From an optimization exercise on the open Yosys and OpenROAD flow, aimed at small area and a short achievable clock period; shortcuts taken in it are not production practice. The RTL was checked by simulation tests, not by an equivalence proof against the original design. Power is estimated from default activity; no workload was simulated.

// sync_fifo
module sync_fifo #(parameter depth=64,parameter n=8,parameter addr_n=6)(input [n-1:0]din,input clk,rst,w_en,r_en,output reg [n-1:0]dout,output full,empty);
export LEC_CHECK = 0
export CAP_MARGIN = 20
export CORE_MARGIN = 2
export CORE_UTILIZATION = 60
export SETUP_SLACK_MARGIN = 2.2
export SLEW_MARGIN = 20
export TNS_END_PERCENT = 20
create_clock -name core_clock -period 4.0 [get_ports {clk}]
standard.sh (not shown) runs the stock make flow with config.mk's settings and CLKGATE_MAP_FILE= SYNTH_SCRIPT=/design/flow/synth_recipe.tcl, a recipe that flattens the netlist after the stock synthesis.
==> flow/flow/run.sh <==
#!/bin/bash
# Standard ORFS layout (the standard.sh) with three changes:
#  - ports are buffered with buf_4 instead of the delay cell buffer_ports picks by default;
#  - CTS uses larger sink clusters and no dummy loads;
#  - a222oi_1 (only one, weak drive strength) is kept out of mapping; the platform's
#    own don't-use list is repeated since this setting replaces it.
set -euo pipefail
bash standard.sh \
  "BUFFER_PORTS_ARGS=-buffer_cell sky130_fd_sc_hd__buf_4" \
  "CTS_ARGS=-sink_clustering_enable -repair_clock_nets -sink_clustering_size 25 -sink_clustering_max_diameter 100 -dont_use_dummy_load" \
  "DONT_USE_CELLS=sky130_fd_sc_hd__probe_p_8 sky130_fd_sc_hd__probec_p_8 sky130_fd_sc_hd__lpflow_bleeder_1 sky130_fd_sc_hd__lpflow_clkbufkapwr_1 sky130_fd_sc_hd__lpflow_clkbufkapwr_16 sky130_fd_sc_hd__lpflow_clkbufkapwr_2 sky130_fd_sc_hd__lpflow_clkbufkapwr_4 sky130_fd_sc_hd__lpflow_clkbufkapwr_8 sky130_fd_sc_hd__lpflow_clkinvkapwr_1 sky130_fd_sc_hd__lpflow_clkinvkapwr_16 sky130_fd_sc_hd__lpflow_clkinvkapwr_2 sky130_fd_sc_hd__lpflow_clkinvkapwr_4 sky130_fd_sc_hd__lpflow_clkinvkapwr_8 sky130_fd_sc_hd__lpflow_decapkapwr_12 sky130_fd_sc_hd__lpflow_decapkapwr_3 sky130_fd_sc_hd__lpflow_decapkapwr_4 sky130_fd_sc_hd__lpflow_decapkapwr_6 sky130_fd_sc_hd__lpflow_decapkapwr_8 sky130_fd_sc_hd__lpflow_inputiso0n_1 sky130_fd_sc_hd__lpflow_inputiso0p_1 sky130_fd_sc_hd__lpflow_inputiso1n_1 sky130_fd_sc_hd__lpflow_inputiso1p_1 sky130_fd_sc_hd__lpflow_inputisolatch_1 sky130_fd_sc_hd__lpflow_isobufsrc_1 sky130_fd_sc_hd__lpflow_isobufsrc_16 sky130_fd_sc_hd__lpflow_isobufsrc_2 sky130_fd_sc_hd__lpflow_isobufsrc_4 sky130_fd_sc_hd__lpflow_isobufsrc_8 sky130_fd_sc_hd__lpflow_isobufsrckapwr_16 sky130_fd_sc_hd__lpflow_lsbuf_lh_hl_isowell_tap_1 sky130_fd_sc_hd__lpflow_lsbuf_lh_hl_isowell_tap_2 sky130_fd_sc_hd__lpflow_lsbuf_lh_hl_isowell_tap_4 sky130_fd_sc_hd__lpflow_lsbuf_lh_isowell_4 sky130_fd_sc_hd__lpflow_lsbuf_lh_isowell_tap_1 sky130_fd_sc_hd__lpflow_lsbuf_lh_isowell_tap_2 sky130_fd_sc_hd__lpflow_lsbuf_lh_isowell_tap_4 sky130_fd_sc_hd__a222oi_1 sky130_fd_sc_hd__a2111oi_0 sky130_fd_sc_hd__o21ai_0 sky130_fd_sc_hd__and2_0" \
  finish > standard.log 2>&1
Rerun with:
SETUP_SLACK_MARGIN = 2.3   (was 2.2)
Worst hold slack stays flat.
Fmax is lower by about 0.75%.
Die area is unchanged.
Combinational power grows by 11%.
Synthesized cell count does not change.
Wire length came out higher by 3.8%.
Sequential power is about the same.
Final area grows by about 1.7%.
Via count rose by about 2.5%.
Rerun with:
CORE_UTILIZATION = 72   (was 60)
SETUP_SLACK_MARGIN = 2.2   (was 2.3)
TNS_END_PERCENT = 30   (was 20)
=> Register-to-register slack improves by 0.09 ns. Die area is lower by about a fifth. Area after synthesis does not change.
Rerun with:
CORE_UTILIZATION = 60   (was 72)
TNS_END_PERCENT = 40   (was 30)
After rerunning: The new run produced a clean layout; routed wire length is higher by 2.2%; global-route usage is lower by 5.0 points; power hardly moves; cell count is higher by 3.5%; cell area is higher by 0.40%; worst setup slack degrades by 0.0073 ns; sequential power barely changes; clock skew stays flat; non-clock buffer count is lower by 9; count of clock-buffer cells in the layout is unchanged.

Setup of build 91:
The RTL this note starts from:
==> flow/design.v <==
module sync_fifo #(parameter depth=64,parameter n=8,parameter addr_n=6)(input [n-1:0]din,input clk,rst,w_en,r_en,output reg [n-1:0]dout,output full,empty);
  localparam LO = 9;
  localparam HI = 7;
  reg [n-1:0] mem [0:LO*HI-1];
  reg [LO-1:0] wlo, rlo;
  reg [HI-1:0] whi, rhi;
  reg [addr_n-1:0] cnt;
  reg e_r, f_r;
  assign empty = e_r;
  assign full  = f_r;
  wire wr = w_en & ~f_r;
  wire rd = r_en & ~e_r;
  integer i, j;
  always @(posedge clk) begin
    for (i = 0; i < HI; i = i + 1)
      for (j = 0; j < LO; j = j + 1)
        if (wr & whi[i] & wlo[j])
          mem[i*LO+j] <= din;
  end
  reg [n-1:0] rdata;
  reg [n-1:0] row;
  always @* begin
    rdata = {n{1'b0}};
    for (i = 0; i < HI; i = i + 1) begin
      row = {n{1'b0}};
      for (j = 0; j < LO; j = j + 1)
        row = row | (mem[i*LO+j] & {n{rlo[j]}});
      rdata = rdata | (row & {n{rhi[i]}});
    end
  end
  always @(posedge clk) begin
    if (rst) begin
      wlo <= 1; whi <= 1;
      rlo <= 1; rhi <= 1;
      cnt <= 0; e_r <= 1'b1; f_r <= 1'b0;
      dout <= 0;
    end else begin
      if (wr) begin
        wlo <= {wlo[LO-2:0], wlo[LO-1]};
        if (wlo[LO-1]) whi <= {whi[HI-2:0], whi[HI-1]};
      end
      if (rd) begin
        dout <= rdata;
        rlo <= {rlo[LO-2:0], rlo[LO-1]};
        if (rlo[LO-1]) rhi <= {rhi[HI-2:0], rhi[HI-1]};
      end
      if (wr & ~rd) begin
        cnt <= cnt + 1'b1;
        e_r <= 1'b0;
        f_r <= (cnt == 6'd62);
      end else if (rd & ~wr) begin
        cnt <= cnt - 1'b1;
        f_r <= 1'b0;
        e_r <= (cnt == 6'd1);
      end
    end
  end
endmodule
==> flow/config.mk <==
export PLATFORM = sky130hd
export DESIGN_NAME = sync_fifo
export DESIGN_NICKNAME = sync_fifo
export VERILOG_FILES = /design/flow/design.v
export SDC_FILE = /design/flow/constraint.sdc
export NUM_CORES = 4
export LEC_CHECK = 0
export CAP_MARGIN = 20
export CORE_MARGIN = 2
export CORE_UTILIZATION = 40
export SLEW_MARGIN = 20
==> flow/constraint.sdc <==
create_clock -name core_clock -period 4.0 [get_ports {clk}]
set_input_delay 0.8000 -clock core_clock [delete_from_list [all_inputs] [get_ports {clk}]]
set_output_delay 0.8000 -clock core_clock [all_outputs]
set_load 0.01 [all_outputs]
run.sh (not shown) runs the stock make flow with config.mk's settings and CLKGATE_MAP_FILE= SYNTH_SCRIPT=/design/flow/synth_recipe.tcl, a recipe that flattens the netlist after the stock synthesis.
Stock flow here: none of the scripts above is used.
Build 91 has completed all stages; timing, DRC and antenna checks passed.
diff inputs: build 91 => build 89
- an added SETUP_SLACK_MARGIN of 2.3
- a change of CORE_UTILIZATION from 40 to 65
- an added ABC_CLOCK_PERIOD_IN_PS of 1500
--- outcome ---
- | number of non-clock buffers in the layout | lower: build 91 |
- Lower maximum fanout along the worst path goes to build 89 over build 91.
- From build 91 to build 89 the numbers moved as follows: sequential share of layout area went down, minimum setup slack in the final design went up.
- Build 89 | stages: all done | timing, DRC, antenna: all pass
- Against build 91 as the reference, build 89 delivers a higher met1 routing resource usage after global routing.
## Diff of input files: build 37 against build 89
- SETUP_SLACK_MARGIN no longer set, was 2.3
- ABC_CLOCK_PERIOD_IN_PS no longer set, was 1500
## What came out
Build 37 vs. build 89: share of total power in sequential cells went up by 2.1 points. [build 37 vs build 89] buffers plus inverters on the worst setup path: lower in build 37. [build 37] switching power summed over all nets fell about 4.7% relative to build 89. Build 37 has less setup slack than build 89.
[inputs] build 76 vs build 37
- putting SETUP_SLACK_MARGIN at 2.3 where nothing was set
--- outcome ---
Taking build 37 as the reference, in build 76 power dissipated by switching net loads went up; final-stage net count went up; global-route track usage on met3 went up; cell area went up. Build 37 has lower via count than build 76. The maximum frequency in build 37 is 0.69 times that in build 76. Going from build 37 to build 76, combinational power grew by more than a quarter. NOTE initial DRC count build 37->build 76 increased slightly. A slowest stage cell on the critical path of sky130_fd_sc_hd__a31oi_1 is what build 76 shows, while sky130_fd_sc_hd__nor4_1 belongs to build 37. The clock group share of total power number comes out higher for build 76 vs build 37. Diff build 37 -> build 76: wire length moved up; met1 track utilization from global routing moved up.

-- port drivers added, routing unchanged --
How much do the figures lean on ideal ports? The routed layouts below were timed once more, with nothing changed but the port constraints. Step 1 sets driving cells, clkbuf_16 on the clock port and buf_2 on the other inputs (assumed; they add their load-dependent delay and slew). Step 2 moves the port delays by t, midway between the first and last clock arrival at a register: inputs arrive t later, outputs are due t later. That takes back most of the time a late clock gives input paths. Slacks: ideal / step 1 / step 2; pairs: ideal / step 1.
run	shift t [ns]	setup WS [ns]	latest minus earliest clock arrival (ns)	slew at the worst register clock pin (ns)	worst slew at a driven data input, ns
the first run of note 1	0.595	2.139 / 2.085 / 1.712	0.062 / 0.061	0.10 / 0.10	0.03
the second run of note 1	0.601	2.125 / 2.069 / 1.702	0.061 / 0.061	0.10 / 0.10	0.03
the third run of note 1	0.586	2.140 / 2.090 / 1.711	0.059 / 0.059	0.10 / 0.10	0.03
the fourth run of note 1	0.595	2.132 / 2.080 / 1.658	0.065 / 0.065	0.10 / 0.10	0.03
build 91	0.649	0.919 / 0.919 / 0.761	0.021 / 0.021	0.06 / 0.06	0.06
build 89	0.610	1.978 / 1.978 / 1.629	0.032 / 0.032	0.07 / 0.07	0.03
build 37	0.607	1.071 / 1.071 / 0.916	0.018 / 0.017	0.07 / 0.07	0.03
build 76	0.610	1.978 / 1.978 / 1.629	0.032 / 0.032	0.07 / 0.07	0.03
After both steps setup and hold are still met in every run listed. For the fourth run of note 1, which loses most, drivers alone change the setup slack by -0.052 ns; drivers and shift together by -0.474 ns.
